Context: an optimization exercise on an open-source flow, tuned for small area and a short achievable clock period. The choices shown serve that exercise and are no tape-out recipe. No functional check of the RTL was part of any run shown here. Power figures rest on the tool's default switching activity, not on a simulated workload.

[run.sh]
#!/bin/bash
# synth_recipe.tcl (not shown) runs the flow's synth.tcl, then flattens the netlist and writes it again
# the make line also repeats each setting of config.mk as NAME=value (left out here)
make -C /OpenROAD-flow-scripts/flow DESIGN_CONFIG=/design/flow/config.mk WORK_HOME=/design/flow/orfs CLKGATE_MAP_FILE= SYNTH_SCRIPT=/design/flow/synth_recipe.tcl finish
[config.mk]
export PLATFORM = sky130hd
export DESIGN_NAME = fpu16_top
export DESIGN_NICKNAME = fpu16_top
export VERILOG_FILES = /design/flow/design.v
export SDC_FILE = /design/flow/constraint.sdc
export NUM_CORES = 4
export LEC_CHECK = 0
export CAP_MARGIN = 20
export CORE_MARGIN = 2
export CORE_UTILIZATION = 40
export SLEW_MARGIN = 20
[constraint.sdc]
create_clock -name core_clock -period 8.0 [get_ports {aclk}]
set_input_delay 1.6000 -clock core_clock [delete_from_list [all_inputs] [get_ports {aclk}]]
set_output_delay 1.6000 -clock core_clock [all_outputs]
set_load 0.01 [all_outputs]
[design.v]
module mul11_cs(
    input  [10:0] x,
    input  [10:0] y,
    output [21:0] r0,
    output [21:0] r1
    );
    wire w1 = x[0] & y[9] ^ x[1] & y[8];
    wire w2 = x[0] & y[9] & x[1] & y[8];
    wire w3 = x[0] & y[10] ^ x[1] & y[9] ^ x[2] & y[8];
    wire w4 = (x[0] & y[10] & x[1] & y[9]) | (x[0] & y[10] & x[2] & y[8]) | (x[1] & y[9] & x[2] & y[8]);
    wire w5 = x[3] & y[7] ^ x[4] & y[6];
    wire w6 = x[3] & y[7] & x[4] & y[6];
    wire w7 = x[1] & y[10] ^ x[2] & y[9] ^ x[3] & y[8];
    wire w8 = (x[1] & y[10] & x[2] & y[9]) | (x[1] & y[10] & x[3] & y[8]) | (x[2] & y[9] & x[3] & y[8]);
    wire w9 = x[4] & y[7] ^ x[5] & y[6];
    wire w10 = x[4] & y[7] & x[5] & y[6];
    wire w11 = x[2] & y[10] ^ x[3] & y[9] ^ x[4] & y[8];
    wire w12 = (x[2] & y[10] & x[3] & y[9]) | (x[2] & y[10] & x[4] & y[8]) | (x[3] & y[9] & x[4] & y[8]);
    wire w13 = x[0] & y[6] ^ x[1] & y[5];
    wire w14 = x[0] & y[6] & x[1] & y[5];
    wire w15 = x[0] & y[7] ^ x[1] & y[6] ^ x[2] & y[5];
    wire w16 = (x[0] & y[7] & x[1] & y[6]) | (x[0] & y[7] & x[2] & y[5]) | (x[1] & y[6] & x[2] & y[5]);
    wire w17 = x[3] & y[4] ^ x[4] & y[3];
    wire w18 = x[3] & y[4] & x[4] & y[3];
    wire w19 = x[0] & y[8] ^ x[1] & y[7] ^ x[2] & y[6];
    wire w20 = (x[0] & y[8] & x[1] & y[7]) | (x[0] & y[8] & x[2] & y[6]) | (x[1] & y[7] & x[2] & y[6]);
    wire w21 = x[3] & y[5] ^ x[4] & y[4] ^ x[5] & y[3];
    wire w22 = (x[3] & y[5] & x[4] & y[4]) | (x[3] & y[5] & x[5] & y[3]) | (x[4] & y[4] & x[5] & y[3]);
    wire w23 = x[6] & y[2] ^ x[7] & y[1];
    wire w24 = x[6] & y[2] & x[7] & y[1];
    wire w25 = w1 ^ x[2] & y[7] ^ x[3] & y[6];
    wire w26 = (w1 & x[2] & y[7]) | (w1 & x[3] & y[6]) | (x[2] & y[7] & x[3] & y[6]);
    wire w27 = x[4] & y[5] ^ x[5] & y[4] ^ x[6] & y[3];
    wire w28 = (x[4] & y[5] & x[5] & y[4]) | (x[4] & y[5] & x[6] & y[3]) | (x[5] & y[4] & x[6] & y[3]);
    wire w29 = x[7] & y[2] ^ x[8] & y[1] ^ x[9] & y[0];
    wire w30 = (x[7] & y[2] & x[8] & y[1]) | (x[7] & y[2] & x[9] & y[0]) | (x[8] & y[1] & x[9] & y[0]);
    wire w31 = w2 ^ w3 ^ w5;
    wire w32 = (w2 & w3) | (w2 & w5) | (w3 & w5);
    wire w33 = x[5] & y[5] ^ x[6] & y[4] ^ x[7] & y[3];
    wire w34 = (x[5] & y[5] & x[6] & y[4]) | (x[5] & y[5] & x[7] & y[3]) | (x[6] & y[4] & x[7] & y[3]);
    wire w35 = x[8] & y[2] ^ x[9] & y[1] ^ x[10] & y[0];
    wire w36 = (x[8] & y[2] & x[9] & y[1]) | (x[8] & y[2] & x[10] & y[0]) | (x[9] & y[1] & x[10] & y[0]);
    wire w37 = w4 ^ w6 ^ w7;
    wire w38 = (w4 & w6) | (w4 & w7) | (w6 & w7);
    wire w39 = w9 ^ x[6] & y[5] ^ x[7] & y[4];
    wire w40 = (w9 & x[6] & y[5]) | (w9 & x[7] & y[4]) | (x[6] & y[5] & x[7] & y[4]);
    wire w41 = x[8] & y[3] ^ x[9] & y[2] ^ x[10] & y[1];
    wire w42 = (x[8] & y[3] & x[9] & y[2]) | (x[8] & y[3] & x[10] & y[1]) | (x[9] & y[2] & x[10] & y[1]);
    wire w43 = w8 ^ w10 ^ w11;
    wire w44 = (w8 & w10) | (w8 & w11) | (w10 & w11);
    wire w45 = x[5] & y[7] ^ x[6] & y[6] ^ x[7] & y[5];
    wire w46 = (x[5] & y[7] & x[6] & y[6]) | (x[5] & y[7] & x[7] & y[5]) | (x[6] & y[6] & x[7] & y[5]);
    wire w47 = x[8] & y[4] ^ x[9] & y[3] ^ x[10] & y[2];
    wire w48 = (x[8] & y[4] & x[9] & y[3]) | (x[8] & y[4] & x[10] & y[2]) | (x[9] & y[3] & x[10] & y[2]);
    wire w49 = w12 ^ x[3] & y[10] ^ x[4] & y[9];
    wire w50 = (w12 & x[3] & y[10]) | (w12 & x[4] & y[9]) | (x[3] & y[10] & x[4] & y[9]);
    wire w51 = x[5] & y[8] ^ x[6] & y[7] ^ x[7] & y[6];
    wire w52 = (x[5] & y[8] & x[6] & y[7]) | (x[5] & y[8] & x[7] & y[6]) | (x[6] & y[7] & x[7] & y[6]);
    wire w53 = x[8] & y[5] ^ x[9] & y[4] ^ x[10] & y[3];
    wire w54 = (x[8] & y[5] & x[9] & y[4]) | (x[8] & y[5] & x[10] & y[3]) | (x[9] & y[4] & x[10] & y[3]);
    wire w55 = x[4] & y[10] ^ x[5] & y[9] ^ x[6] & y[8];
    wire w56 = (x[4] & y[10] & x[5] & y[9]) | (x[4] & y[10] & x[6] & y[8]) | (x[5] & y[9] & x[6] & y[8]);
    wire w57 = x[7] & y[7] ^ x[8] & y[6] ^ x[9] & y[5];
    wire w58 = (x[7] & y[7] & x[8] & y[6]) | (x[7] & y[7] & x[9] & y[5]) | (x[8] & y[6] & x[9] & y[5]);
    wire w59 = x[5] & y[10] ^ x[6] & y[9] ^ x[7] & y[8];
    wire w60 = (x[5] & y[10] & x[6] & y[9]) | (x[5] & y[10] & x[7] & y[8]) | (x[6] & y[9] & x[7] & y[8]);
    wire w61 = x[0] & y[4] ^ x[1] & y[3];
    wire w62 = x[0] & y[4] & x[1] & y[3];
    wire w63 = x[0] & y[5] ^ x[1] & y[4] ^ x[2] & y[3];
    wire w64 = (x[0] & y[5] & x[1] & y[4]) | (x[0] & y[5] & x[2] & y[3]) | (x[1] & y[4] & x[2] & y[3]);
    wire w65 = x[3] & y[2] ^ x[4] & y[1];
    wire w66 = x[3] & y[2] & x[4] & y[1];
    wire w67 = w13 ^ x[2] & y[4] ^ x[3] & y[3];
    wire w68 = (w13 & x[2] & y[4]) | (w13 & x[3] & y[3]) | (x[2] & y[4] & x[3] & y[3]);
    wire w69 = x[4] & y[2] ^ x[5] & y[1] ^ x[6] & y[0];
    wire w70 = (x[4] & y[2] & x[5] & y[1]) | (x[4] & y[2] & x[6] & y[0]) | (x[5] & y[1] & x[6] & y[0]);
    wire w71 = w14 ^ w15 ^ w17;
    wire w72 = (w14 & w15) | (w14 & w17) | (w15 & w17);
    wire w73 = x[5] & y[2] ^ x[6] & y[1] ^ x[7] & y[0];
    wire w74 = (x[5] & y[2] & x[6] & y[1]) | (x[5] & y[2] & x[7] & y[0]) | (x[6] & y[1] & x[7] & y[0]);
    wire w75 = w16 ^ w18 ^ w19;
    wire w76 = (w16 & w18) | (w16 & w19) | (w18 & w19);
    wire w77 = w21 ^ w23 ^ x[8] & y[0];
    wire w78 = (w21 & w23) | (w21 & x[8] & y[0]) | (w23 & x[8] & y[0]);
    wire w79 = w20 ^ w22 ^ w24;
    wire w80 = (w20 & w22) | (w20 & w24) | (w22 & w24);
    wire w81 = w25 ^ w27 ^ w29;
    wire w82 = (w25 & w27) | (w25 & w29) | (w27 & w29);
    wire w83 = w26 ^ w28 ^ w30;
    wire w84 = (w26 & w28) | (w26 & w30) | (w28 & w30);
    wire w85 = w31 ^ w33 ^ w35;
    wire w86 = (w31 & w33) | (w31 & w35) | (w33 & w35);
    wire w87 = w32 ^ w34 ^ w36;
    wire w88 = (w32 & w34) | (w32 & w36) | (w34 & w36);
    wire w89 = w37 ^ w39 ^ w41;
    wire w90 = (w37 & w39) | (w37 & w41) | (w39 & w41);
    wire w91 = w38 ^ w40 ^ w42;
    wire w92 = (w38 & w40) | (w38 & w42) | (w40 & w42);
    wire w93 = w43 ^ w45 ^ w47;
    wire w94 = (w43 & w45) | (w43 & w47) | (w45 & w47);
    wire w95 = w44 ^ w46 ^ w48;
    wire w96 = (w44 & w46) | (w44 & w48) | (w46 & w48);
    wire w97 = w49 ^ w51 ^ w53;
    wire w98 = (w49 & w51) | (w49 & w53) | (w51 & w53);
    wire w99 = w50 ^ w52 ^ w54;
    wire w100 = (w50 & w52) | (w50 & w54) | (w52 & w54);
    wire w101 = w55 ^ w57 ^ x[10] & y[4];
    wire w102 = (w55 & w57) | (w55 & x[10] & y[4]) | (w57 & x[10] & y[4]);
    wire w103 = w56 ^ w58 ^ w59;
    wire w104 = (w56 & w58) | (w56 & w59) | (w58 & w59);
    wire w105 = x[8] & y[7] ^ x[9] & y[6] ^ x[10] & y[5];
    wire w106 = (x[8] & y[7] & x[9] & y[6]) | (x[8] & y[7] & x[10] & y[5]) | (x[9] & y[6] & x[10] & y[5]);
    wire w107 = w60 ^ x[6] & y[10] ^ x[7] & y[9];
    wire w108 = (w60 & x[6] & y[10]) | (w60 & x[7] & y[9]) | (x[6] & y[10] & x[7] & y[9]);
    wire w109 = x[8] & y[8] ^ x[9] & y[7] ^ x[10] & y[6];
    wire w110 = (x[8] & y[8] & x[9] & y[7]) | (x[8] & y[8] & x[10] & y[6]) | (x[9] & y[7] & x[10] & y[6]);
    wire w111 = x[7] & y[10] ^ x[8] & y[9] ^ x[9] & y[8];
    wire w112 = (x[7] & y[10] & x[8] & y[9]) | (x[7] & y[10] & x[9] & y[8]) | (x[8] & y[9] & x[9] & y[8]);
    wire w113 = x[0] & y[3] ^ x[1] & y[2];
    wire w114 = x[0] & y[3] & x[1] & y[2];
    wire w115 = w61 ^ x[2] & y[2] ^ x[3] & y[1];
    wire w116 = (w61 & x[2] & y[2]) | (w61 & x[3] & y[1]) | (x[2] & y[2] & x[3] & y[1]);
    wire w117 = w62 ^ w63 ^ w65;
    wire w118 = (w62 & w63) | (w62 & w65) | (w63 & w65);
    wire w119 = w64 ^ w66 ^ w67;
    wire w120 = (w64 & w66) | (w64 & w67) | (w66 & w67);
    wire w121 = w68 ^ w70 ^ w71;
    wire w122 = (w68 & w70) | (w68 & w71) | (w70 & w71);
    wire w123 = w72 ^ w74 ^ w75;
    wire w124 = (w72 & w74) | (w72 & w75) | (w74 & w75);
    wire w125 = w76 ^ w78 ^ w79;
    wire w126 = (w76 & w78) | (w76 & w79) | (w78 & w79);
    wire w127 = w80 ^ w82 ^ w83;
    wire w128 = (w80 & w82) | (w80 & w83) | (w82 & w83);
    wire w129 = w84 ^ w86 ^ w87;
    wire w130 = (w84 & w86) | (w84 & w87) | (w86 & w87);
    wire w131 = w88 ^ w90 ^ w91;
    wire w132 = (w88 & w90) | (w88 & w91) | (w90 & w91);
    wire w133 = w92 ^ w94 ^ w95;
    wire w134 = (w92 & w94) | (w92 & w95) | (w94 & w95);
    wire w135 = w96 ^ w98 ^ w99;
    wire w136 = (w96 & w98) | (w96 & w99) | (w98 & w99);
    wire w137 = w100 ^ w102 ^ w103;
    wire w138 = (w100 & w102) | (w100 & w103) | (w102 & w103);
    wire w139 = w104 ^ w106 ^ w107;
    wire w140 = (w104 & w106) | (w104 & w107) | (w106 & w107);
    wire w141 = w108 ^ w110 ^ w111;
    wire w142 = (w108 & w110) | (w108 & w111) | (w110 & w111);
    wire w143 = w112 ^ x[8] & y[10] ^ x[9] & y[9];
    wire w144 = (w112 & x[8] & y[10]) | (w112 & x[9] & y[9]) | (x[8] & y[10] & x[9] & y[9]);
    wire w145 = x[0] & y[2] ^ x[1] & y[1];
    wire w146 = x[0] & y[2] & x[1] & y[1];
    wire w147 = w113 ^ x[2] & y[1] ^ x[3] & y[0];
    wire w148 = (w113 & x[2] & y[1]) | (w113 & x[3] & y[0]) | (x[2] & y[1] & x[3] & y[0]);
    wire w149 = w114 ^ w115 ^ x[4] & y[0];
    wire w150 = (w114 & w115) | (w114 & x[4] & y[0]) | (w115 & x[4] & y[0]);
    wire w151 = w116 ^ w117 ^ x[5] & y[0];
    wire w152 = (w116 & w117) | (w116 & x[5] & y[0]) | (w117 & x[5] & y[0]);
    wire w153 = w118 ^ w119 ^ w69;
    wire w154 = (w118 & w119) | (w118 & w69) | (w119 & w69);
    wire w155 = w120 ^ w121 ^ w73;
    wire w156 = (w120 & w121) | (w120 & w73) | (w121 & w73);
    wire w157 = w122 ^ w123 ^ w77;
    wire w158 = (w122 & w123) | (w122 & w77) | (w123 & w77);
    wire w159 = w124 ^ w125 ^ w81;
    wire w160 = (w124 & w125) | (w124 & w81) | (w125 & w81);
    wire w161 = w126 ^ w127 ^ w85;
    wire w162 = (w126 & w127) | (w126 & w85) | (w127 & w85);
    wire w163 = w128 ^ w129 ^ w89;
    wire w164 = (w128 & w129) | (w128 & w89) | (w129 & w89);
    wire w165 = w130 ^ w131 ^ w93;
    wire w166 = (w130 & w131) | (w130 & w93) | (w131 & w93);
    wire w167 = w132 ^ w133 ^ w97;
    wire w168 = (w132 & w133) | (w132 & w97) | (w133 & w97);
    wire w169 = w134 ^ w135 ^ w101;
    wire w170 = (w134 & w135) | (w134 & w101) | (w135 & w101);
    wire w171 = w136 ^ w137 ^ w105;
    wire w172 = (w136 & w137) | (w136 & w105) | (w137 & w105);
    wire w173 = w138 ^ w139 ^ w109;
    wire w174 = (w138 & w139) | (w138 & w109) | (w139 & w109);
    wire w175 = w140 ^ w141 ^ x[10] & y[7];
    wire w176 = (w140 & w141) | (w140 & x[10] & y[7]) | (w141 & x[10] & y[7]);
    wire w177 = w142 ^ w143 ^ x[10] & y[8];
    wire w178 = (w142 & w143) | (w142 & x[10] & y[8]) | (w143 & x[10] & y[8]);
    wire w179 = w144 ^ x[9] & y[10] ^ x[10] & y[9];
    wire w180 = (w144 & x[9] & y[10]) | (w144 & x[10] & y[9]) | (x[9] & y[10] & x[10] & y[9]);
    assign r0 = {1'b0, w180, w178, w176, w174, w172, w170, w168, w166, w164, w162, w160, w158, w156, w154, w152, w150, w148, w146, w145, x[0] & y[1], x[0] & y[0]};
    assign r1 = {1'b0, x[10] & y[10], w179, w177, w175, w173, w171, w169, w167, w165, w163, w161, w159, w157, w155, w153, w151, w149, w147, x[2] & y[0], x[1] & y[0], 1'b0};
endmodule
module lzc12(
    input  [11:0] op,
    output [3:0]  cnt
    );
    assign cnt =
        op[11] ? 4'd0 : op[10] ? 4'd1 : op[9] ? 4'd2 : op[8] ? 4'd3 :
        op[7] ? 4'd4 : op[6] ? 4'd5 : op[5] ? 4'd6 : op[4] ? 4'd7 :
        op[3] ? 4'd8 : op[2] ? 4'd9 : op[1] ? 4'd10 : op[0] ? 4'd11 : 4'd12;
endmodule
module tzc11(
    input  [10:0] op,
    output [3:0]  cnt
    );
    assign cnt =
        op[0] ? 4'd0 : op[1] ? 4'd1 : op[2] ? 4'd2 : op[3] ? 4'd3 :
        op[4] ? 4'd4 : op[5] ? 4'd5 : op[6] ? 4'd6 : op[7] ? 4'd7 :
        op[8] ? 4'd8 : op[9] ? 4'd9 : op[10] ? 4'd10 : 4'd11;
endmodule
module fpu_cmp_core(
    input  [15:0] a,
    input  [15:0] b,
    output        ge
    );
    wire mag_ge = a[14:0] >= b[14:0];
    wire mag_le = a[14:0] <= b[14:0];
    assign ge = (a[15] ^ b[15]) ? ~a[15] : (a[15] ? mag_le : mag_ge);
endmodule
module fpu16_top(
    input         aclk,
    input  [15:0] a,
    input  [15:0] b,
    input         a_valid,
    input         b_valid,
    output [15:0] add_result,
    output        add_valid,
    output [15:0] sub_result,
    output        sub_valid,
    output [15:0] mul_result,
    output        mul_valid,
    output [7:0]  cmp_result,
    output        cmp_valid
    );
    reg v0, v1, v2, v3, v4, v5;
    always @(posedge aclk) begin
        v0 <= a_valid & b_valid;
        v1 <= v0; v2 <= v1; v3 <= v2; v4 <= v3; v5 <= v4;
    end
    reg [15:0] a0, b0;
    reg cmp_q;
    wire ge;
    fpu_cmp_core u_cmp(.a(a), .b(b), .ge(ge));
    always @(posedge aclk) begin
        a0 <= a;
        b0 <= b;
        cmp_q <= ge;
    end
    assign cmp_result = {7'b0, cmp_q};
    assign cmp_valid = v0;
    wire a_gt = a0[14:0] > b0[14:0];
    wire h_a0 = |a0[14:10];
    wire h_b0 = |b0[14:10];
    wire [4:0] ea1 = {a0[14:11], a0[10] | ~h_a0};
    wire [4:0] eb1 = {b0[14:11], b0[10] | ~h_b0};
    wire [4:0] dab = ea1 - eb1;
    wire [4:0] dba = eb1 - ea1;
    wire [3:0] dab_c = (dab > 5'd14) ? 4'd14 : dab[3:0];
    wire [3:0] dba_c = (dba > 5'd14) ? 4'd14 : dba[3:0];
    reg [14:0] l1, s1;
    reg ls1, es1, fs1, hl1, hs1;
    reg [3:0] d1;
    always @(posedge aclk) begin
        l1  <= a_gt ? a0[14:0] : b0[14:0];
        s1  <= a_gt ? b0[14:0] : a0[14:0];
        ls1 <= a_gt ? a0[15] : b0[15];
        es1 <= a0[15] ^ b0[15];
        fs1 <= a_gt ? a0[15] : ~b0[15];
        hl1 <= a_gt ? h_a0 : h_b0;
        hs1 <= a_gt ? h_b0 : h_a0;
        d1  <= a_gt ? dab_c : dba_c;
    end
    wire [13:0] s_ext = {hs1, s1[9:0], 3'b0};
    wire [13:0] s_shr = s_ext >> d1;
    wire [13:0] s_lost = s_ext & ~(14'h3fff << d1);
    reg [14:0] l2;
    reg [13:0] sal2;
    reg ls2, es2, fs2, hl2, pani2, bz2;
    always @(posedge aclk) begin
        l2    <= l1;
        sal2  <= {s_shr[13:1], s_shr[0] | (|s_lost)};
        ls2   <= ls1;
        es2   <= es1;
        fs2   <= fs1;
        hl2   <= hl1;
        pani2 <= es1 & (&s1[14:10]) & ~(|l1[9:0]) & ~(|s1[9:0]);
        bz2   <= ~hl1 & ~(|l1[9:0]);
    end
    wire linf2 = &l2[14:10];
    wire [13:0] sal_e = linf2 ? 14'b0 : sal2;
    wire [13:0] l_ext = {hl2, l2[9:0], 3'b0};
    reg [14:0] ps3;
    reg [13:0] ms3;
    reg [4:0] le3;
    reg linf3, ls3, es3, fs3, pani3, bz3;
    always @(posedge aclk) begin
        ps3   <= {1'b0, l_ext} + {1'b0, sal_e};
        ms3   <= l_ext - sal_e;
        le3   <= {l2[14:11], l2[10] | ~hl2};
        linf3 <= linf2;
        ls3   <= ls2;
        es3   <= es2;
        fs3   <= fs2;
        pani3 <= pani2;
        bz3   <= bz2;
    end
    wire p_nf = ps3[14];
    wire [9:0] p_fr = p_nf ? ps3[13:4] : ps3[12:3];
    wire p_g  = p_nf ? ps3[3] : ps3[2];
    wire p_r  = p_nf ? ps3[2] : ps3[1];
    wire p_st = p_nf ? (ps3[1] | ps3[0]) : ps3[0];
    wire [4:0] p_e = p_nf ? le3 + 5'd1 : (ps3[13] ? le3 : 5'd0);
    wire p_inc = p_g & (p_r | p_st | p_fr[0]);
    wire [10:0] m_force = (le3 >= 5'd12) ? 11'b0 : (11'b1 << (5'd11 - le3));
    wire [10:0] m_top = ms3[13:3] | m_force;
    wire [3:0] m_sh =
        m_top[10] ? 4'd0 : m_top[9] ? 4'd1 : m_top[8] ? 4'd2 : m_top[7] ? 4'd3 :
        m_top[6] ? 4'd4 : m_top[5] ? 4'd5 : m_top[4] ? 4'd6 : m_top[3] ? 4'd7 :
        m_top[2] ? 4'd8 : m_top[1] ? 4'd9 : m_top[0] ? 4'd10 : 4'd11;
    wire [13:0] m_n = ms3 << m_sh;
    wire [4:0] m_e = m_n[13] ? le3 - {1'b0, m_sh} : 5'd0;
    wire m_inc = (m_sh == 4'd0) ? ms3[2] & (ms3[1] | ms3[0] | ms3[3]) :
                 (m_sh == 4'd1) ? ms3[1] & (ms3[0] | ms3[2]) : 1'b0;
    reg [14:0] pv4, mv4;
    reg pinc4, minc4, mz4, linf4, ls4, es4, fs4, pani4, bz4;
    always @(posedge aclk) begin
        pv4   <= {p_e, p_fr};
        pinc4 <= p_inc;
        mv4   <= {m_e, m_n[12:3]};
        minc4 <= m_inc;
        mz4   <= ~(|ms3);
        linf4 <= linf3;
        ls4   <= ls3;
        es4   <= es3;
        fs4   <= fs3;
        pani4 <= pani3;
        bz4   <= bz3;
    end
    wire [14:0] p_rnd = pv4 + pinc4;
    wire [14:0] m_rnd = mv4 + minc4;
    wire [14:0] p_res = ((&p_rnd[14:10]) & ~linf4) ? 15'h7c00 : p_rnd;
    wire [14:0] m_res = ((&m_rnd[14:10]) & ~linf4) ? 15'h7c00 : m_rnd;
    wire [14:0] add_mag = es4 ? m_res : p_res;
    wire [14:0] sub_mag = es4 ? p_res : m_res;
    wire zs = bz4 & ls4 & ~es4;
    wire [15:0] add_c = pani4 ? 16'hfe00 : bz4 ? {zs, 15'b0} :
                        (es4 & mz4) ? 16'b0 : {ls4, add_mag};
    wire [15:0] sub_c = pani4 ? 16'hfe00 : bz4 ? {zs, 15'b0} :
                        (~es4 & mz4) ? 16'b0 : {fs4, sub_mag};
    reg [15:0] add_q, sub_q;
    reg add_vq, sub_vq;
    always @(posedge aclk) begin
        add_q  <= add_c;
        sub_q  <= sub_c;
        add_vq <= v4 & ~(&add_c[14:10]);
        sub_vq <= v4 & ~(&sub_c[14:10]);
    end
    assign add_result = add_q;
    assign add_valid = add_vq;
    assign sub_result = sub_q;
    assign sub_valid = sub_vq;
    wire [10:0] m_x = {hl1, l1[9:0]};
    wire [10:0] m_y = {hs1, s1[9:0]};
    wire [21:0] cs0, cs1;
    mul11_cs u_mul(.x(m_x), .y(m_y), .r0(cs0), .r1(cs1));
    wire [3:0] tz_x, tz_y;
    tzc11 u_tzx(m_x, tz_x);
    tzc11 u_tzy(m_y, tz_y);
    reg [21:0] cs0_2, cs1_2;
    reg [6:0] t2;
    reg [4:0] tz2;
    reg msg2, nan2, psel2, zero2;
    always @(posedge aclk) begin
        cs0_2 <= cs0;
        cs1_2 <= cs1;
        t2    <= {2'b0, l1[14:11], l1[10] | ~hl1} + {2'b0, s1[14:11], s1[10] | ~hs1} - 7'd15;
        tz2   <= tz_x + tz_y;
        msg2  <= es1;
        nan2  <= &l1[14:10];
        psel2 <= (&s1[14:10]) & (ls1 ^ fs1);
        zero2 <= ~hs1 & ~(|s1[9:0]);
    end
    wire [21:0] q_sum = cs0_2 + cs1_2;
    wire [9:0] payload = psel2 ? sal2[12:3] : l2[9:0];
    reg [21:0] q3;
    reg [6:0] t3;
    reg [4:0] tz3;
    reg msg3, nan3, zero3;
    always @(posedge aclk) begin
        q3    <= nan2 ? {2'b01, payload, 10'b0} : q_sum;
        t3    <= t2;
        tz3   <= tz2;
        msg3  <= msg2;
        nan3  <= nan2;
        zero3 <= zero2;
    end
    wire [3:0] lq;
    lzc12 u_lq(q3[21:10], lq);
    wire normal = ~t3[6] & (t3[5:0] >= {2'b0, lq});
    wire [6:0] tzq = {2'b0, tz3} + {3'b0, lq};
    wire [6:0] tzt = {2'b0, tz3} + t3;
    reg [21:0] q4;
    reg [6:0] l4, e4;
    reg normal4, st4, msg4, nan4, zero4;
    always @(posedge aclk) begin
        q4      <= q3;
        l4      <= normal ? {3'b0, lq} : t3;
        e4      <= t3 + 7'd1 - {3'b0, lq};
        normal4 <= normal;
        st4     <= normal ? (tzq <= 7'd9) : ($signed(tzt) <= 9);
        msg4    <= msg3;
        nan4    <= nan3;
        zero4   <= zero3;
    end
    wire [32:0] q_pad = {q4, 11'b0};
    wire [6:0] q_sh = 7'd11 - l4;
    wire [32:0] q_z = q_pad >> q_sh[4:0];
    wire [11:0] win = q_z[21:10];
    reg [10:0] mant5;
    reg [6:0] e5;
    reg inc5, normal5, msg5, nan5, zero5;
    always @(posedge aclk) begin
        mant5   <= win[11:1];
        inc5    <= win[0] & (st4 | win[1]);
        e5      <= e4;
        normal5 <= normal4;
        msg5    <= msg4;
        nan5    <= nan4;
        zero5   <= zero4;
    end
    wire [11:0] mr = {1'b0, mant5} + inc5;
    wire [6:0] ef = e5 + mr[11];
    wire ovf = normal5 & ($signed(ef) > 30);
    wire [4:0] field = normal5 ? ef[4:0] : {4'b0, mr[10]};
    wire [15:0] mul_c = nan5 ? {msg5, 5'b11111, mr[9:0]} : zero5 ? {msg5, 15'b0} :
                        ovf ? {msg5, 5'b11111, 10'b0} : {msg5, field, mr[9:0]};
    wire mul_err = nan5 | (ovf & ~zero5);
    reg [15:0] mul_q;
    reg mul_vq;
    always @(posedge aclk) begin
        mul_q  <= mul_c;
        mul_vq <= v5 & ~mul_err;
    end
    assign mul_result = mul_q;
    assign mul_valid = mul_vq;
endmodule
==> results of run 1 <==
-- logic make-up (layout without fill, tap and decap cells) --
| logic type | after synthesis | in the layout | synth area share [%] |
|---|---|---|---|
| xor gates and xnor gates | 168 | 168 | 7.10 |
| DFF | 395 | 395 | 38.1 |
| other | 1 | 7 | 0.0181 |
| muxes | 108 | 108 | 6.14 |
| and+or+nand+nor | 679 | 679 | 15.3 |
| adders and majority gates | 198 | 198 | 13.7 |
| AOI/OAI and AO/OA | 456 | 456 | 14.1 |
| buffers and inverters | 286 | 347 | 5.51 |
-- registers in the layout, summed over array words and instances (netlist names), 11 cells and up --
name,flops
cs1_2,20
a0,16
l1,15
ms3,14
sal2,14
mv4,15
b0,16
s1,15
mant5,11
q4,22
cs0_2,21
q3,22
sub_q,16
add_q,16
mul_q,16
l2,15
ps3,14
pv4,15
-- cells in the final DEF, fill, tap and decap left out, types with 52 or more instances in the layout --
cell	n
xnor2_1	106
dfxtp_1	395
clkdlybuf4s50_1	87
ha_1	139
nand2_1	233
nand3_1	54
fa_1	52
a21oi_1	142
xor2_1	62
nor2_1	185
inv_1	174
o21ai_0	100
-- power by group through the flow --
stage	sequential [mW]	clock, mW	combinational (mW)
final	3.27	2.03	3.98
after detailed placement	3.32	0	3.97
after global routing	3.36	2.16	4.52
after floorplan	3.07	0	3.03
after CTS	3.27	2.08	4.00
after global placement	3.30	0	3.89
-- worst paths after layout --
kind	end	slack (ns)	cells after the start
worst max register to register	cs1_2[12]	4.26	7
worst min-delay path	tz3[2]	0.32	0
worst max-delay path	cs1_2[12]	4.26	7
worst min register to register	tz3[2]	0.32	0
-- metrics by stage --
stage | cell area, µm² | cells | setup WS, ns
global route | 23500 | 3038 | 3.92
finish | 23500 | 3038 | 4.26
global placement | 22100 | 2962 | 3.79
floorplan | 20800 | 2297 | 4.46
detailed placement | 22100 | 2962 | 3.79
CTS | 23500 | 3038 | 4.25
-- metal layers --
layer	vias up	wire length, µm	part of all wire, %
li1	7864	-	-
met1	7236	22700	47
met2	372	21700	45
met3	89	2180	4.5
met4	0	1440	3.0
met5	-	0	0
-- cell type report --
cell class	count	share of cell area (%)
tap	680	3.61
clock buffer	57	5.04
timing repair buffer	95	3.95
multi-input combinational	1616	49.8
clock inverter	19	1.24
sequential	395	33.6
inverter	176	2.81
-- worst register-to-register path, delay by kind of cell, from the launching register on --
kind / cells / cell delay [ns]
and+or+nand+nor: 1 / 0.30
adders and majority gates: 5 / 2.37
buffers and inverters: 1 / 0.05
DFF: 1 / 0.90
==> implementation parameters, run 1 <==
Parameter                              Value

Worst setup path
  Critical Path Slowest Stage Cell ... dfxtp_1
  Worst endpoint data arrival time ... 4.18 ns
  Sequence of cells on the critical path ... nand2_1, maj3_1, fa_1, fa_1, fa_1, inv_1, fa_1
  Buffer and inverter count on the worst path ... 1
  Setup crit start ... s1[8]
  Nature of the critical path endpoint ... register
  Reg2Reg Launch Point ... s1[8]
  Setup Crit Path Kind ... register to register
  Maximum net fanout on the critical path ... 24
  Category of cells accounting for the largest share of critical-path delay ... adder cells
  Required @ worst endpoint ... 8.44 ns
  Delay of the slowest cell on the worst path ... 0.90 ns
  Element type at the critical path start ... register
  Most frequent cell on the critical path ... fa_1

Cells and area
  Share of final-layout standard cells stronger than drive strength 1 ... 7.17%
  Final-layout fill cell count ... 4,957
  Post-route core utilization ... 45.9%
  Total inserted antenna cells ... 0
  Syn-to-layout area delta ... 13.6%
  Sequential cell area in the final layout ... 7910 µm²
  Number of nets in the layout ... 2,552
  Multi-input gate area ... 11,700 µm²

Die
  # IOs ... 95
  Core area ... 51,300 µm²
  Num rows ... 83
  Die Area ... 53,700 µm²
  Starting utilization of the core area ... 40.4%
  Die outline height ... 232 µm
  Die width ... 232 µm

GRT
  Global-route usage over all layers ... 17.9%
  Met2 track utilization from global routing ... 29.4%
  Pin count of the biggest net entering global routing ... 39
  Total overflow reported by the global router ... 0
  Wire length of the first global-routing pass ... 78,100 µm
  Global-route layer with the greatest usage ... met2
  Initial antenna violation count ... 0
  Via count of the first global-routing pass ... 15.1k
  Met3 Track Usage GR ... 2.30%
  Met1 global-route usage ... 24.1%

Outcome
  Result of the run ... timing/DRC/antenna clean

Route
  1st-iter DRT viols ... 788
  Via count ... 15.6k
  DR WL/cell ... 15.8 µm
  Detailed-route wire length ... 48,100 µm
  DRC viols ... 0
  Router iterations before antenna repair ... 6
  Via-to-Cell Ratio ... 5.12
  ANT nets after route ... 0

STA
  FMAX ... 0.267 GHz
  Worst slew pin tran ... 1.02 ns
  Final critical-path required period ... 3.74 ns
  Endpoints failing hold ... 0
  Count of final max-slew check failures ... 0
  Final Hold Slack ... 0.317 ns
  Unrepaired setup endpoints after global routing ... no
  Relative slew slack ... 32.2%
  Skew final ... 0.0312 ns
  Final period util ... 46.8%
  Post-route setup TNS ... 0 ns
  Final setup viols ... 0

Yosys
  Most instantiated cells after synthesis ... dfxtp_1, nand2_1, nor2_1, inv_1, a21oi_1
  Post-synth design cell area ... 20,700 µm²
  Sequential area share after synthesis ... 38.1%
  Per-instance average area after synthesis ... 9.05 µm²
  Post-synth top area share ... 38.1%
  Leading area contributor after synthesis ... dfxtp_1
  Synthesis-stage register bit count ... 395
  Synthesized instance count ... 2,291
  Most common cell in the netlist ... dfxtp_1
  Fraction of synthesis flops using an asynchronous set or reset pin ... 0%
  Largest cells by area after synthesis ... dfxtp_1, ha_1, fa_1, xnor2_1, nand2_1
  Count of yosys warnings during synthesis ... 1
  Number of enable flip-flop cells after synthesis ... 0
  Top FF cell, synth ... dfxtp_1
  Post-synth cell types ... 97

Pwr
  Sequential Power Share ... 35.3%
  Maximum resistive drop on vdd ... 0.169 mV
  Switching power summed over all nets ... 3.51 mW
  Part of the power in combinational logic ... 42.8%
  Pwr dens ... 394 nW/µm²
  Total chip power ... 9.28 mW
  Cell internal power dissipation ... 5.77 mW
  Clock power frac ... 21.9%
  Switching Fraction ... 37.8%
  Leakage component of the power ... 10.1 nW

CTS
  Insertion delay to the later sink of the worst-skew pair ... 0.59 ns
  Reg clk slew, reported paths ... 0.06 ns
  Post-CTS Hold Fix Bufs ... 0
  Clock Root Buffer ... clkbuf_16
  Clock tree from TritonCTS ... yes
  Number of buffers created by CTS ... 42
  Resized cells post-CTS ... 0
  Post-CTS setup repair buffer count ... 0
  Largest buffer count on any clock path ... 3
  Number of H-tree levels ... 2
  # clock sinks ... 395

Hold path
  Launch instance of the worst min-delay path ... tz2[2]
  Worst min-delay path class ... register to register

Place
  Count of buffers inserted at the top-level ports ... 87
  Detailed-placement wirelength estimate ... 36,800 µm
  Final weighted congestion in routability-driven placement ... 0.844

Run
  Max-cap viol count ... 0
==> run 2: changes to the inputs <==
--- a/config.mk
+++ b/config.mk
@@ -6,4 +6,5 @@
 export NUM_CORES = 4
 export LEC_CHECK = 0
+export ABC_AREA = 1
 export CAP_MARGIN = 20
 export CORE_MARGIN = 2
==> implementation parameters, run 2 <==
Parameter                              Value

STA
  Relative slew slack ... 34.6%
  Skew final ... 0.0226 ns
  Final critical-path required period ... 3.70 ns
  Final setup viols ... 0
  Post-route setup TNS ... 0 ns
  FMAX ... 0.270 GHz
  Count of final max-slew check failures ... 0
  Final period util ... 46.3%
  Endpoints failing hold ... 0
  Unrepaired setup endpoints after global routing ... no
  Worst slew pin tran ... 0.979 ns

Cells and area
  Share of final-layout standard cells stronger than drive strength 1 ... 5.15%
  Number of nets in the layout ... 2,872
  Total inserted antenna cells ... 0
  Final-layout fill cell count ... 4,945
  Leading cell types in the layout, fill and taps excluded ... nand2_1, dfxtp_1, inv_1
  Most common cell after layout, fill and taps aside ... nand2_1
  Largest registers ... q3 (22), q4 (22), cs0_2 (21)
  Syn-to-layout area delta ... 15.0%

Route
  Router iterations before antenna repair ... 5
  1st-iter DRT viols ... 1,122
  DR WL/cell ... 15.6 µm
  Via count ... 16.7k
  ANT nets after route ... 0
  DRC viols ... 0
  Via-to-Cell Ratio ... 4.97
  Detailed-route wire length ... 52,200 µm

Yosys
  Synthesis-stage register bit count ... 395
  Post-synth design cell area ... 20,200 µm²
  Fraction of the mapped netlist area in compound gates ... 14.2%
  Share of synthesized area spent on multiplexers ... 0.149%
  Fraction of synthesis flops using an asynchronous set or reset pin ... 0%
  XOR/XNOR share of the synthesized area ... 4.87%
  Share of synthesized cell area in and, or, nand and nor gates ... 19.3%
  Number of enable flip-flop cells after synthesis ... 0
  Combinational family with the most area after synthesis ... simple AND/OR/NAND/NOR gates
  Largest cells by area after synthesis ... dfxtp_1, nand2_1, ha_1, inv_1, o21ai_0
  Top FF cell, synth ... dfxtp_1
  Synthesized instance count ... 2,579
  Post-synth top area share ... 39.2%
  Per-instance average area after synthesis ... 7.81 µm²
  Most common cell in the netlist ... nand2_1
  Count of yosys warnings during synthesis ... 1
  Most instantiated cells after synthesis ... nand2_1, dfxtp_1, inv_1, o21ai_0, a21oi_1
  Adder-Cell Fraction of Synth Area ... 13.8%
  Post-synth cell types ... 64
  Leading area contributor after synthesis ... dfxtp_1
  Sequential area share after synthesis ... 39.2%

CTS
  Number of buffers created by CTS ... 43
  Resized cells post-CTS ... 0
  Post-CTS Hold Fix Bufs ... 0
  Post-CTS setup repair buffer count ... 0
  Number of H-tree levels ... 2
  Reg clk slew, reported paths ... 0.06 ns
  Largest buffer count on any clock path ... 3
  Clock tree from TritonCTS ... yes
  Clock Root Buffer ... clkbuf_16
  # clock sinks ... 395
  Insertion delay to the later sink of the worst-skew pair ... 0.56 ns

Pwr
  Maximum resistive drop on vdd ... 0.156 mV
  Total chip power ... 8.99 mW
  Pwr dens ... 388 nW/µm²
  Leakage component of the power ... 11.0 nW

Worst setup path
  Required @ worst endpoint ... 8.44 ns
  Worst R2R Setup Slack ... 4.30 ns
  Setup Crit Path Kind ... register to register
  Maximum net fanout on the critical path ... 16
  Worst endpoint data arrival time ... 4.14 ns
  Nature of the critical path endpoint ... register
  Element type at the critical path start ... register

Hold path
  Worst min-delay path class ... register to register

Die
  # IOs ... 95
  Die Area ... 52,200 µm²
  Die width ... 228 µm
  Starting utilization of the core area ... 40.3%
  Num rows ... 82
  Die outline height ... 228 µm
  Core area ... 50,000 µm²

Place
  Count of buffers inserted at the top-level ports ... 87
  Detailed-placement wirelength estimate ... 40,900 µm
  Final weighted congestion in routability-driven placement ... 0.918

GRT
  Pin count of the biggest net entering global routing ... 46
  Wire length of the first global-routing pass ... 84,000 µm
  Total overflow reported by the global router ... 0
  Global-route usage over all layers ... 19.9%
  Via count of the first global-routing pass ... 16.1k
  Initial antenna violation count ... 0

Outcome
  Result of the run ... timing/DRC/antenna clean

Run
  Max-cap viol count ... 0
-- run 2: layout make-up --
type                            instances  area (µm²)  share of cell area [%]
Multi-Input combinational cell       1752       10600                    45.6
Sequential cell                       395        7910                    34.1
Inverter                              360        1350                    5.83
Clock buffer                           51        1190                    5.13
Timing Repair Buffer                   94         923                    3.98
Tap cell                              672         841                    3.63
Clock inverter                         28         403                    1.74
-- run 2: critical path: stages, from the launching register on --
cell,delay [ns]
dfxtp_1,0.72
inv_1,0.24
o21ai_0,0.28
o21ai_0,0.15
xnor2_1,0.23
fa_1,0.49
fa_1,0.46
fa_1,0.51
inv_1,0.05
fa_1,0.45
-- run 2: final timing paths --
| kind | startpoint | endpoint | depth (start not counted) |
|---|---|---|---|
| setup / recovery | l1[2] | cs1_2[12] | 9 |
| hold / removal | es2 | es3 | 0 |
| hold reg to reg | es2 | es3 | 0 |
| setup reg to reg | l1[2] | cs1_2[12] | 9 |
-- run 2: cells by family (layout without fill, tap and decap cells) --
| kind of cell | after synthesis | after routing |
|---|---|---|
| DFF | 395 | 395 |
| muxes | 3 | 3 |
| xor gates and xnor gates | 112 | 112 |
| buffers and inverters | 438 | 533 |
| adders and majority gates | 191 | 191 |
| AOI/OAI and AO/OA | 518 | 518 |
| and+or+nand+nor | 921 | 921 |
| other | 1 | 7 |
-- run 2: per-stage QoR --
step	util, %	cell area (µm²)	worst slack [ns]	hold WS (ns)	cells
final	46.4	23200	4.30	0.322	3352
after detailed placement	43.2	21600	4.29	0.312	3273
after floorplan	-	20200	4.75	0.310	2585
after global placement	43.2	21600	4.30	0.310	3273
after CTS	46.4	23200	4.32	0.325	3352
after global routing	46.4	23200	3.94	0.331	3352
-- run 2: per-layer routing --
metal,up-vias,GRT usage (%),wire length [µm]
met2,387,34.5,24800
met5,-,0,0
met4,0,7.37,1850
li1,8458,-,-
met1,7718,25.3,23300
met3,93,2.73,2230
-- run 2: power by group --
group | switching [mW] | total, mW | internal, mW
Sequential | 0.508 | 3.17 | 2.66
Clock | 0.818 | 2.18 | 1.36
Combinational | 2.19 | 3.64 | 1.46
==> run 3: changes to the inputs <==
--- a/config.mk
+++ b/config.mk
@@ -10,3 +10,4 @@
 export CORE_MARGIN = 2
 export CORE_UTILIZATION = 40
+export SETUP_SLACK_MARGIN = 4.9
 export SLEW_MARGIN = 20
==> implementation parameters, run 3 <==
Parameter                              Value

Yosys
  Per-instance average area after synthesis ... 7.81 µm²
  Largest cells by area after synthesis ... dfxtp_1, nand2_1, ha_1, inv_1, o21ai_0
  Post-synth design cell area ... 20,200 µm²
  Most common cell in the netlist ... nand2_1
  Most instantiated cells after synthesis ... nand2_1, dfxtp_1, inv_1, o21ai_0, a21oi_1
  Synthesis-stage register bit count ... 395
  Leading area contributor after synthesis ... dfxtp_1
  Post-synth top area share ... 39.2%
  Top FF cell, synth ... dfxtp_1
  Post-synth cell types ... 64
  Fraction of synthesis flops using an asynchronous set or reset pin ... 0%
  Sequential area share after synthesis ... 39.2%
  Count of yosys warnings during synthesis ... 1
  Synthesized instance count ... 2,579
  Number of enable flip-flop cells after synthesis ... 0

Route
  ANT nets after route ... 0
  Detailed-route wire length ... 54,000 µm
  Router iterations before antenna repair ... 5
  1st-iter DRT viols ... 954
  DRC viols ... 0
  DR WL/cell ... 16.0 µm
  Via count ... 16.8k
  Via-to-Cell Ratio ... 4.97

Worst setup path
  Maximum net fanout on the critical path ... 1
  Nature of the critical path endpoint ... output pin
  Worst endpoint data arrival time ... 1.42 ns
  Sequence of cells on the critical path ... clkdlybuf4s50_1
  Category of cells accounting for the largest share of critical-path delay ... buffers and inverters
  Required @ worst endpoint ... 6.40 ns
  Critical Path Slowest Stage Cell ... clkdlybuf4s50_1
  Buffer and inverter count on the worst path ... 1
  Setup Crit Path Kind ... register to output pin
  Element type at the critical path start ... register
  Delay of the slowest cell on the worst path ... 0.53 ns

CTS
  Number of H-tree levels ... 2
  Number of buffers created by CTS ... 42
  Clock tree from TritonCTS ... yes
  Insertion delay to the later sink of the worst-skew pair ... 0.57 ns
  Reg clk slew, reported paths ... 0.06 ns
  # clock sinks ... 395
  Largest buffer count on any clock path ... 3
  Clock Root Buffer ... clkbuf_16

STA
  Post-route setup TNS ... 0 ns
  Final critical-path required period ... 3.02 ns
  Skew final ... 0.0237 ns
  Final period util ... 37.7%
  Count of final max-slew check failures ... 0
  Worst slew pin tran ... 1.08 ns
  FMAX ... 0.331 GHz
  Endpoints failing hold ... 0
  Unrepaired setup endpoints after global routing ... yes
  Final setup viols ... 0
  Post-route setup slack ... 4.98 ns
  Relative slew slack ... 27.5%

Cells and area
  Post-route non-filler standard cell count ... 3,374
  Number of nets in the layout ... 2,902
  Share of final-layout standard cells stronger than drive strength 1 ... 8.62%
  Post-route core utilization ... 47.3%
  Syn-to-layout area delta ... 17.2%
  Leading cell types in the layout, fill and taps excluded ... nand2_1, dfxtp_1, inv_1
  Total inserted antenna cells ... 0
  Most common cell after layout, fill and taps aside ... nand2_1
  Final-layout fill cell count ... 4,972
  Largest registers ... q3 (22), q4 (22), cs0_2 (21)

Die
  Die Area ... 52,200 µm²
  Core area ... 50,000 µm²
  Starting utilization of the core area ... 40.3%
  Die outline height ... 228 µm
  # IOs ... 95
  Die width ... 228 µm
  Num rows ... 82

Pwr
  Maximum resistive drop on vdd ... 0.181 mV
  Leakage component of the power ... 11.1 nW
  Pwr dens ... 378 nW/µm²

GRT
  Pin count of the biggest net entering global routing ... 46
  Initial antenna violation count ... 0
  Via count of the first global-routing pass ... 16.5k
  Wire length of the first global-routing pass ... 86,100 µm
  Total overflow reported by the global router ... 0
  Global-route usage over all layers ... 20.5%

Place
  Detailed-placement wirelength estimate ... 41,700 µm
  Placement Setup Slack ... 4.26 ns
  Final weighted congestion in routability-driven placement ... 0.944
  Placed instance count ... 3,272
  Count of buffers inserted at the top-level ports ... 87

Run
  Max-cap viol count ... 0

Outcome
  Result of the run ... timing/DRC/antenna clean

Hold path
  Worst min-delay path class ... register to register
run 3: final timing paths:
kind	startpoint	end	slack, ns	cells after the start
setup / recovery	add_q[14]	add_result[14]	4.98	1
setup reg to reg	l1[0]	cs1_2[11]	4.98	10
hold / removal	bz3	bz4	0.31	0
hold reg to reg	bz3	bz4	0.31	0
run 3: cells by family after synthesis:
| logic type | share of synthesized area [%] |
|---|---|
| compound gates | 14.2 |
| xor+xnor | 4.87 |
| fa+ha+maj | 13.8 |
| buf+inv | 8.43 |
| flops | 39.2 |
| mux | 0.149 |
| other cells | 0.0186 |
| simple gates | 19.3 |
run 3: where the power goes:
group          internal, mW  switching [mW]  total (mW)
Clock                  1.15           0.774        1.92
Combinational          1.54            2.28        3.82
Sequential             2.67           0.510        3.18
Total                  5.35            3.57        8.92
run 3: metal layers:
metal | GRT usage, % | vias up | routed length [µm]
met5 | 0 | - | 0
met4 | 10.1 | 0 | 2810
met3 | 3.27 | 137 | 2400
met2 | 34.7 | 421 | 25100
met1 | 25.4 | 7691 | 23700
li1 | - | 8526 | -
run 3: final cells by class:
type                    instances  area (µm²)  share of cell area, %
inverters                     360        1370                   5.78
flip-flops and latches        395        7970                   33.8
clock buffers                  60        1210                   5.12
multi-input cells            1754       10900                   46.2
well taps                     672         841                   3.56
clock inverters                10         155                  0.657
repair buffers                123        1150                   4.88
run 3: metrics by stage:
stage | hold WS [ns] | total power [mW] | cell area, µm²
3_3_place_gp | 0.311 | 6.77 | 21600
4_1_cts | 0.308 | 8.85 | 23100
6_report | 0.310 | 8.92 | 23600
2_1_floorplan | 0.310 | 5.69 | 20200
5_1_grt | 0.307 | 9.69 | 23600
3_5_place_dp | 0.312 | 6.85 | 21600
run 3: what timing repair did:
item                                   in CTS  in global routing
pin swaps                                   6                 25
gates resized for setup                    44                 89
setup endpoints to repair                  36                 45
hold buffers                                0                  0
endpoints found under the hold margin       0                  0
buffers inserted                           10                 20
cloned                                      2                  0
==> run 4: changes to the inputs <==
--- a/config.mk
+++ b/config.mk
@@ -10,4 +10,4 @@
 export CORE_MARGIN = 2
 export CORE_UTILIZATION = 40
-export SETUP_SLACK_MARGIN = 4.9
+export SETUP_SLACK_MARGIN = 4.6
 export SLEW_MARGIN = 20
==> implementation parameters, run 4 <==
Parameter                              Value

CTS
  Number of H-tree levels ... 2
  Clock Root Buffer ... clkbuf_16
  Insertion delay to the later sink of the worst-skew pair ... 0.56 ns
  Post-CTS Hold Fix Bufs ... 0
  # clock sinks ... 395
  Clock tree from TritonCTS ... yes
  Reg clk slew, reported paths ... 0.06 ns
  Number of buffers created by CTS ... 43
  Largest buffer count on any clock path ... 3

Place
  Final weighted congestion in routability-driven placement ... 0.918
  Detailed-placement wirelength estimate ... 40,900 µm
  Placed cell area ... 21,600 µm²
  Placed instance count ... 3,273
  Count of buffers inserted at the top-level ports ... 87

Route
  Via count ... 16.7k
  Via-to-Cell Ratio ... 4.96
  Router iterations before antenna repair ... 6
  ANT nets after route ... 0
  Detailed-route wire length ... 52,300 µm
  DR WL/cell ... 15.6 µm
  1st-iter DRT viols ... 1,141
  DRC viols ... 0

Worst setup path
  Reg2Reg Launch Point ... s1[2]
  Worst endpoint data arrival time ... 3.74 ns
  Worst Reg2Reg Path Length in Cells ... 8
  Reg-to-reg critical path endpoint ... cs1_2[12]
  Nature of the critical path endpoint ... register
  Setup Crit Path Kind ... register to register
  Element type at the critical path start ... register
  Maximum net fanout on the critical path ... 12
  Required @ worst endpoint ... 8.44 ns
  Worst R2R Setup Slack ... 4.70 ns

STA
  Skew final ... 0.0222 ns
  Endpoints failing hold ... 0
  Post-route setup TNS ... 0 ns
  Unrepaired setup endpoints after global routing ... no
  Worst slew pin tran ... 1.00 ns
  Count of final max-slew check failures ... 0
  Relative slew slack ... 32.9%
  Final period util ... 41.3%
  Final setup viols ... 0
  FMAX ... 0.303 GHz
  Final critical-path required period ... 3.30 ns
  Final Hold Slack ... 0.322 ns

Yosys
  Most instantiated cells after synthesis ... nand2_1, dfxtp_1, inv_1, o21ai_0, a21oi_1
  Synthesized instance count ... 2,579
  Per-instance average area after synthesis ... 7.81 µm²
  Post-synth design cell area ... 20,200 µm²
  Count of yosys warnings during synthesis ... 1
  Post-synth top area share ... 39.2%
  Largest cells by area after synthesis ... dfxtp_1, nand2_1, ha_1, inv_1, o21ai_0
  Synthesis-stage register bit count ... 395
  Most common cell in the netlist ... nand2_1
  Leading area contributor after synthesis ... dfxtp_1
  Post-synth cell types ... 64
  Sequential area share after synthesis ... 39.2%
  Fraction of synthesis flops using an asynchronous set or reset pin ... 0%
  Top FF cell, synth ... dfxtp_1
  Number of enable flip-flop cells after synthesis ... 0

GRT
  Total overflow reported by the global router ... 0
  Wire length of the first global-routing pass ... 84,100 µm
  Initial antenna violation count ... 0
  Via count of the first global-routing pass ... 16.1k
  Global-route usage over all layers ... 19.9%
  Pin count of the biggest net entering global routing ... 46

Die
  Die width ... 228 µm
  Num rows ... 82
  # IOs ... 95
  Die outline height ... 228 µm
  Core area ... 50,000 µm²
  Starting utilization of the core area ... 40.3%
  Die Area ... 52,200 µm²

Pwr
  Maximum resistive drop on vdd ... 0.157 mV
  Total chip power ... 9.05 mW
  Leakage component of the power ... 11.1 nW
  Pwr dens ... 388 nW/µm²

Cells and area
  Syn-to-layout area delta ... 15.8%
  Post-route non-filler standard cell count ... 3,357
  Most common cell after layout, fill and taps aside ... nand2_1
  Share of final-layout standard cells stronger than drive strength 1 ... 6.48%
  Largest registers ... q3 (22), q4 (22), cs0_2 (21)
  Leading cell types in the layout, fill and taps excluded ... nand2_1, dfxtp_1, inv_1
  Number of nets in the layout ... 2,877
  Total inserted antenna cells ... 0
  Final design area excluding fillers ... 23,300 µm²

Run
  Max-cap viol count ... 0

Hold path
  Hold Path Cell Cnt ... 0
  Launch instance of the worst min-delay path ... es2
  Worst min-delay path class ... register to register
  Worst min-delay path endpoint ... es3

Outcome
  Result of the run ... timing/DRC/antenna clean
==> run 4: cell counts after synthesis <==
No cell type changed its count.
==> run 4: final cells by class <==
class | count | area [µm²]
repair buffers | 97 | 946
clock inverters | 28 | 403
flip-flops and latches | 395 | 7950
well taps | 672 | 841
multi-input cells | 1754 | 10700
inverters | 360 | 1350
clock buffers | 51 | 1190
fillers | 4940 | 26600
==> run 4: cell families after synthesis <==
logic type	Yosys count	share of synthesized area, %
other cells	1	0.0186
mux	3	0.149
fa+ha+maj	191	13.8
buf+inv	438	8.43
simple gates	921	19.3
compound gates	518	14.2
xor+xnor	112	4.87
flops	395	39.2
==> run 4: power by group <==
part / total [mW] / internal, mW / switching [mW]
logic: 3.69 / 1.47 / 2.22
registers: 3.18 / 2.67 / 0.509
clock network: 2.18 / 1.36 / 0.817
==> run 4: timing repair <==
action	in CTS	in global routing
pin swaps	0	3
setup endpoints to repair	18	38
resized for setup	7	40
hold endpoints to repair	0	0
setup buffers	0	3
cloned	0	2
==> run 4: metal layers <==
layer / wire (µm) / vias up / global-route usage [%]
li1: - / 8477 / -
met4: 1790 / 0 / 7.25
met2: 25100 / 371 / 34.6
met5: 0 / - / 0
met1: 23400 / 7722 / 25.3
met3: 2050 / 88 / 2.73
==> run 4: worst max-delay path, cell delays in order (launching register included) <==
cell and delay [ns]:
dfxtp_1 0.75, inv_1 0.35, o22ai_1 0.38, nand2_1 0.11, xor2_1 0.17, fa_1 0.39, fa_1 0.51, inv_1 0.05
fa_1 0.45
==> run 4: how the worst max path moves through the flow <==
stage,cells after the start,endpoint,slack [ns],from
floorplan,11,cs1_2[11],4.75,hs1
global placement,13,cmp_q,4.30,b[2]
detailed placement,13,cmp_q,4.29,b[2]
CTS,9,cs1_2[12],4.58,l1[2]
global route,23,mv4[14],4.60,le3[1]
finish,8,cs1_2[12],4.70,s1[2]
==> run 4: metrics by stage <==
stage                     util [%]  worst slack (ns)
after detailed placement      43.2              4.29
after global placement        43.2              4.30
after global routing          46.7              4.60
final                         46.7              4.70
after floorplan                  -              4.75
after CTS                     46.4              4.58
==> run 5: changes to the inputs <==
--- a/design.v
+++ b/design.v
@@ -211,7 +211,36 @@
     output        ge
     );
-    wire mag_ge = a[14:0] >= b[14:0];
-    wire mag_le = a[14:0] <= b[14:0];
-    assign ge = (a[15] ^ b[15]) ? ~a[15] : (a[15] ? mag_le : mag_ge);
+    wire gt, eq;
+    mag_cmp15 u_mag(.x(a[14:0]), .y(b[14:0]), .gt(gt), .eq(eq));
+    assign ge = (a[15] ^ b[15]) ? ~a[15] : (a[15] ? ~gt : (gt | eq));
+endmodule
+module mag_cmp15(
+    input  [14:0] x,
+    input  [14:0] y,
+    output        gt,
+    output        eq
+    );
+    wire [15:0] g0 = {1'b0, x & ~y};
+    wire [15:0] e0 = {1'b1, ~(x ^ y)};
+    wire [7:0] g1, e1;
+    wire [3:0] g2, e2;
+    wire [1:0] g3, e3;
+    genvar i;
+    generate
+        for (i = 0; i < 8; i = i + 1) begin : l1
+            assign g1[i] = g0[2*i+1] | (e0[2*i+1] & g0[2*i]);
+            assign e1[i] = e0[2*i+1] & e0[2*i];
+        end
+        for (i = 0; i < 4; i = i + 1) begin : l2
+            assign g2[i] = g1[2*i+1] | (e1[2*i+1] & g1[2*i]);
+            assign e2[i] = e1[2*i+1] & e1[2*i];
+        end
+        for (i = 0; i < 2; i = i + 1) begin : l3
+            assign g3[i] = g2[2*i+1] | (e2[2*i+1] & g2[2*i]);
+            assign e3[i] = e2[2*i+1] & e2[2*i];
+        end
+    endgenerate
+    assign gt = g3[1] | (e3[1] & g3[0]);
+    assign eq = e3[1] & e3[0];
 endmodule
 module fpu16_top(
@@ -246,5 +275,6 @@
     assign cmp_result = {7'b0, cmp_q};
     assign cmp_valid = v0;
-    wire a_gt = a0[14:0] > b0[14:0];
+    wire a_gt, a_eq;
+    mag_cmp15 u_agt(.x(a0[14:0]), .y(b0[14:0]), .gt(a_gt), .eq(a_eq));
     wire h_a0 = |a0[14:10];
     wire h_b0 = |b0[14:10];
--- a/config.mk
+++ b/config.mk
@@ -10,4 +10,6 @@
 export CORE_MARGIN = 2
 export CORE_UTILIZATION = 40
-export SETUP_SLACK_MARGIN = 4.6
+export CTS_CLUSTER_DIAMETER = 100
+export CTS_CLUSTER_SIZE = 30
+export SETUP_SLACK_MARGIN = 5.0
 export SLEW_MARGIN = 20
==> implementation parameters, run 5 <==
Parameter                              Value

Outcome
  Result of the run ... timing/DRC/antenna clean

Cells and area
  Number of nets in the layout ... 2,935
  Largest registers ... q3 (22), q4 (22), cs0_2 (21)
  Total inserted antenna cells ... 0
  Leading cell types in the layout, fill and taps excluded ... nand2_1, dfxtp_1, inv_1
  Most common cell after layout, fill and taps aside ... nand2_1
  Post-route core utilization ... 46.9%
  Syn-to-layout area delta ... 15.6%
  Share of final-layout standard cells stronger than drive strength 1 ... 10.6%

CTS
  # clock sinks ... 395
  Number of buffers created by CTS ... 18
  Post-CTS Hold Fix Bufs ... 0
  Insertion delay to the later sink of the worst-skew pair ... 0.56 ns
  Clock tree from TritonCTS ... yes
  Number of H-tree levels ... 1
  Largest buffer count on any clock path ... 3
  Reg clk slew, reported paths ... 0.10 ns
  Clock Root Buffer ... clkbuf_16

Pwr
  Maximum resistive drop on vdd ... 0.154 mV
  Leakage component of the power ... 11.1 nW
  Pwr dens ... 349 nW/µm²

STA
  Worst slew pin tran ... 0.829 ns
  Final Hold Slack ... 0.324 ns
  Post-route setup slack ... 4.93 ns
  Relative slew slack ... 44.7%
  Post-route setup TNS ... 0 ns
  FMAX ... 0.326 GHz
  Final setup viols ... 0
  Unrepaired setup endpoints after global routing ... yes
  Skew final ... 0.0233 ns
  Count of final max-slew check failures ... 0
  Final period util ... 38.3%
  Endpoints failing hold ... 0
  Final critical-path required period ... 3.07 ns

Route
  DR WL/cell ... 15.6 µm
  Via count ... 16.8k
  1st-iter DRT viols ... 934
  Router iterations before antenna repair ... 5
  ANT nets after route ... 0
  DRC viols ... 0
  Detailed-route wire length ... 52,800 µm
  Via-to-Cell Ratio ... 4.95

Hold path
  Launch instance of the worst min-delay path ... t2[3]
  Worst min-delay path endpoint ... t3[3]
  Hold Path Cell Cnt ... 0
  Worst min-delay path class ... register to register

Yosys
  Top FF cell, synth ... dfxtp_1
  Number of enable flip-flop cells after synthesis ... 0
  Post-synth top area share ... 39.0%
  Most common cell in the netlist ... nand2_1
  Post-synth cell types ... 63
  Per-instance average area after synthesis ... 7.82 µm²
  Leading area contributor after synthesis ... dfxtp_1
  Largest cells by area after synthesis ... dfxtp_1, nand2_1, ha_1, inv_1, o21ai_0
  Count of yosys warnings during synthesis ... 1
  Post-synth design cell area ... 20,300 µm²
  Fraction of synthesis flops using an asynchronous set or reset pin ... 0%
  Most instantiated cells after synthesis ... nand2_1, dfxtp_1, inv_1, o21ai_0, nor2_1
  Sequential area share after synthesis ... 39.0%
  Synthesis-stage register bit count ... 395
  Synthesized instance count ... 2,594

Worst setup path
  Element type at the critical path start ... register
  Delay of the slowest cell on the worst path ... 0.36 ns
  Reg2Reg Launch Point ... mant5[0]
  Setup Crit Path Kind ... register to register
  Nature of the critical path endpoint ... register
  Sequence of cells on the critical path ... ha_4, nand3_4, nor2_4, inv_2, buf_4, buf_6, buf_6, buf_4, buf_4, buf_6, buf_6, buf_4, buf_4, buf_4, buf_4, buf_4, buf_4, buf_4, buf_4, buf_6, buf_6, buf_6, nand2_2, nor2_1
  Worst R2R Setup Slack ... 4.93 ns
  Most frequent cell on the critical path ... buf_4
  Required @ worst endpoint ... 8.44 ns
  Critical Path Slowest Stage Cell ... dfxtp_2
  Worst Reg2Reg Path Length in Cells ... 24
  Worst endpoint data arrival time ... 3.51 ns
  Maximum net fanout on the critical path ... 2
  Reg-to-reg critical path endpoint ... mul_q[3]

GRT
  Pin count of the biggest net entering global routing ... 48
  Total overflow reported by the global router ... 0
  Initial antenna violation count ... 0
  Via count of the first global-routing pass ... 16.2k
  Global-route usage over all layers ... 19.5%
  Wire length of the first global-routing pass ... 83,800 µm

Die
  Die outline height ... 229 µm
  Die width ... 229 µm
  Num rows ... 82
  # IOs ... 95
  Starting utilization of the core area ... 40.5%
  Die Area ... 52,500 µm²
  Core area ... 50,100 µm²

Place
  Placement Setup Slack ... 4.34 ns
  Final weighted congestion in routability-driven placement ... 0.910
  Detailed-placement wirelength estimate ... 40,600 µm
  Count of buffers inserted at the top-level ports ... 87

Run
  Max-cap viol count ... 0
-- run 5: cell count changes after synthesis, moves of 5 or more --
| cell | before | now |
|---|---|---|
| a21oi_1 | 162 | 149 |
| a22o_1 | 1 | 6 |
| inv_1 | 342 | 360 |
| inv_2 | 15 | 6 |
| nand2_1 | 557 | 533 |
| nand3_1 | 119 | 114 |
| nand4_1 | 17 | 25 |
| nor2_1 | 151 | 165 |
| o21ai_0 | 225 | 246 |
| o21ai_1 | 21 | 8 |
| o22ai_1 | 20 | 13 |
-- run 5: timing repair --
action / in CTS / in global routing
cloned: 2 / 0
resized for setup: 143 / 101
setup buffers: 55 / 30
pin swaps: 26 / 51
endpoints found under the setup margin: 97 / 53
-- run 5: report_power, final --
| part | switching (mW) | total (mW) | internal (mW) |
|---|---|---|---|
| registers | 0.493 | 3.17 | 2.67 |
| logic | 2.36 | 3.92 | 1.56 |
| clock network | 0.631 | 1.11 | 0.475 |
| total | 3.48 | 8.19 | 4.71 |
-- run 5: per-layer routing --
layer	vias to the layer above	global-route usage, %	wire, µm
li1	8560	-	-
met1	7691	25.1	23500
met2	429	34.4	25000
met3	86	2.37	2620
met4	0	5.56	1650
met5	-	0	0
-- run 5: cell families (layout without fill, tap and decap cells) --
group	Yosys count	after routing	share of synthesized area, %
xor gates and xnor gates	114	114	4.92
buffers and inverters	459	572	8.85
adders and majority gates	192	192	13.8
other	1	7	0.0185
muxes	3	3	0.148
and+or+nand+nor	918	919	19.3
AOI/OAI and AO/OA	512	513	14.0
DFF	395	395	39.0
-- run 5: worst max-delay path by stage --
stage,start,endpoint,slack [ns],cells past startpoint
after floorplan,l1[1],cs1_2[11],4.99,11
after global placement,l1[0],cs1_2[11],4.41,10
after detailed placement,l1[0],cs1_2[11],4.34,10
after CTS,le3[1],mv4[14],4.92,22
after global routing,mant5[0],mul_q[7],4.79,18
final,mant5[0],mul_q[3],4.93,24
-- run 5: critical path: cells and delay by family (launching register included) --
family	cells	cell delay, ns
DFF	1	0.36
buffers and inverters	19	2.13
adders and majority gates	1	0.16
and+or+nand+nor	4	0.31
-- run 5: area by class of cell --
class / instances / area, µm²
clock buffer: 21 / 472
clock inverter: 6 / 103
fill: 4991 / 26600
inverter: 370 / 1410
multi-input combinational: 1748 / 11100
sequential: 395 / 7990
tap: 672 / 841
timing repair buffer: 175 / 1520
-- run 5: metrics by stage --
stage	area, µm²	cells	total power [mW]
global route	23500	3387	8.95
floorplan	20300	2600	5.78
detailed placement	21600	3273	6.90
CTS	22900	3357	8.07
global placement	21600	3273	6.83
finish	23500	3387	8.19

## afterwards: timing with drivers on the ports
The results above use ideal ports. As a check the final layouts listed here were re-extracted and re-timed, cells and wires unchanged. Step 1: set_driving_cell puts a clkbuf_16 on aclk and a buf_2 on each other input, an assumption about the parent block. Step 2 moves the port delays by t, midway between the first and last clock arrival at a register: inputs arrive t later, outputs are due t later. That takes back most of the time a late clock gives input paths. Slacks: ideal ports / drivers / drivers and shift; pairs: ideal ports / drivers.
| run | t, ns | slack for setup (ns) | hold slack, ns | worst slew at a driven data input, ns |
|---|---|---|---|---|
| run 1 | 0.626 | 4.257 / 4.257 / 3.739 | 0.317 / 0.317 / 0.317 | 0.06 |
| run 2 | 0.610 | 4.298 / 4.298 / 4.298 | 0.322 / 0.322 / 0.322 | 0.04 |
| run 3 | 0.611 | 4.983 / 4.928 / 4.496 | 0.310 / 0.310 / 0.310 | 0.04 |
| run 4 | 0.610 | 4.699 / 4.699 / 4.309 | 0.322 / 0.322 / 0.322 | 0.04 |
| run 5 | 0.603 | 4.935 / 4.935 / 4.611 | 0.324 / 0.324 / 0.324 | 0.05 |
After both steps setup and hold are still met in every run listed. The setup slack of run 1, which loses most, moves by 0.000 ns with the drivers and by -0.518 ns with both steps.
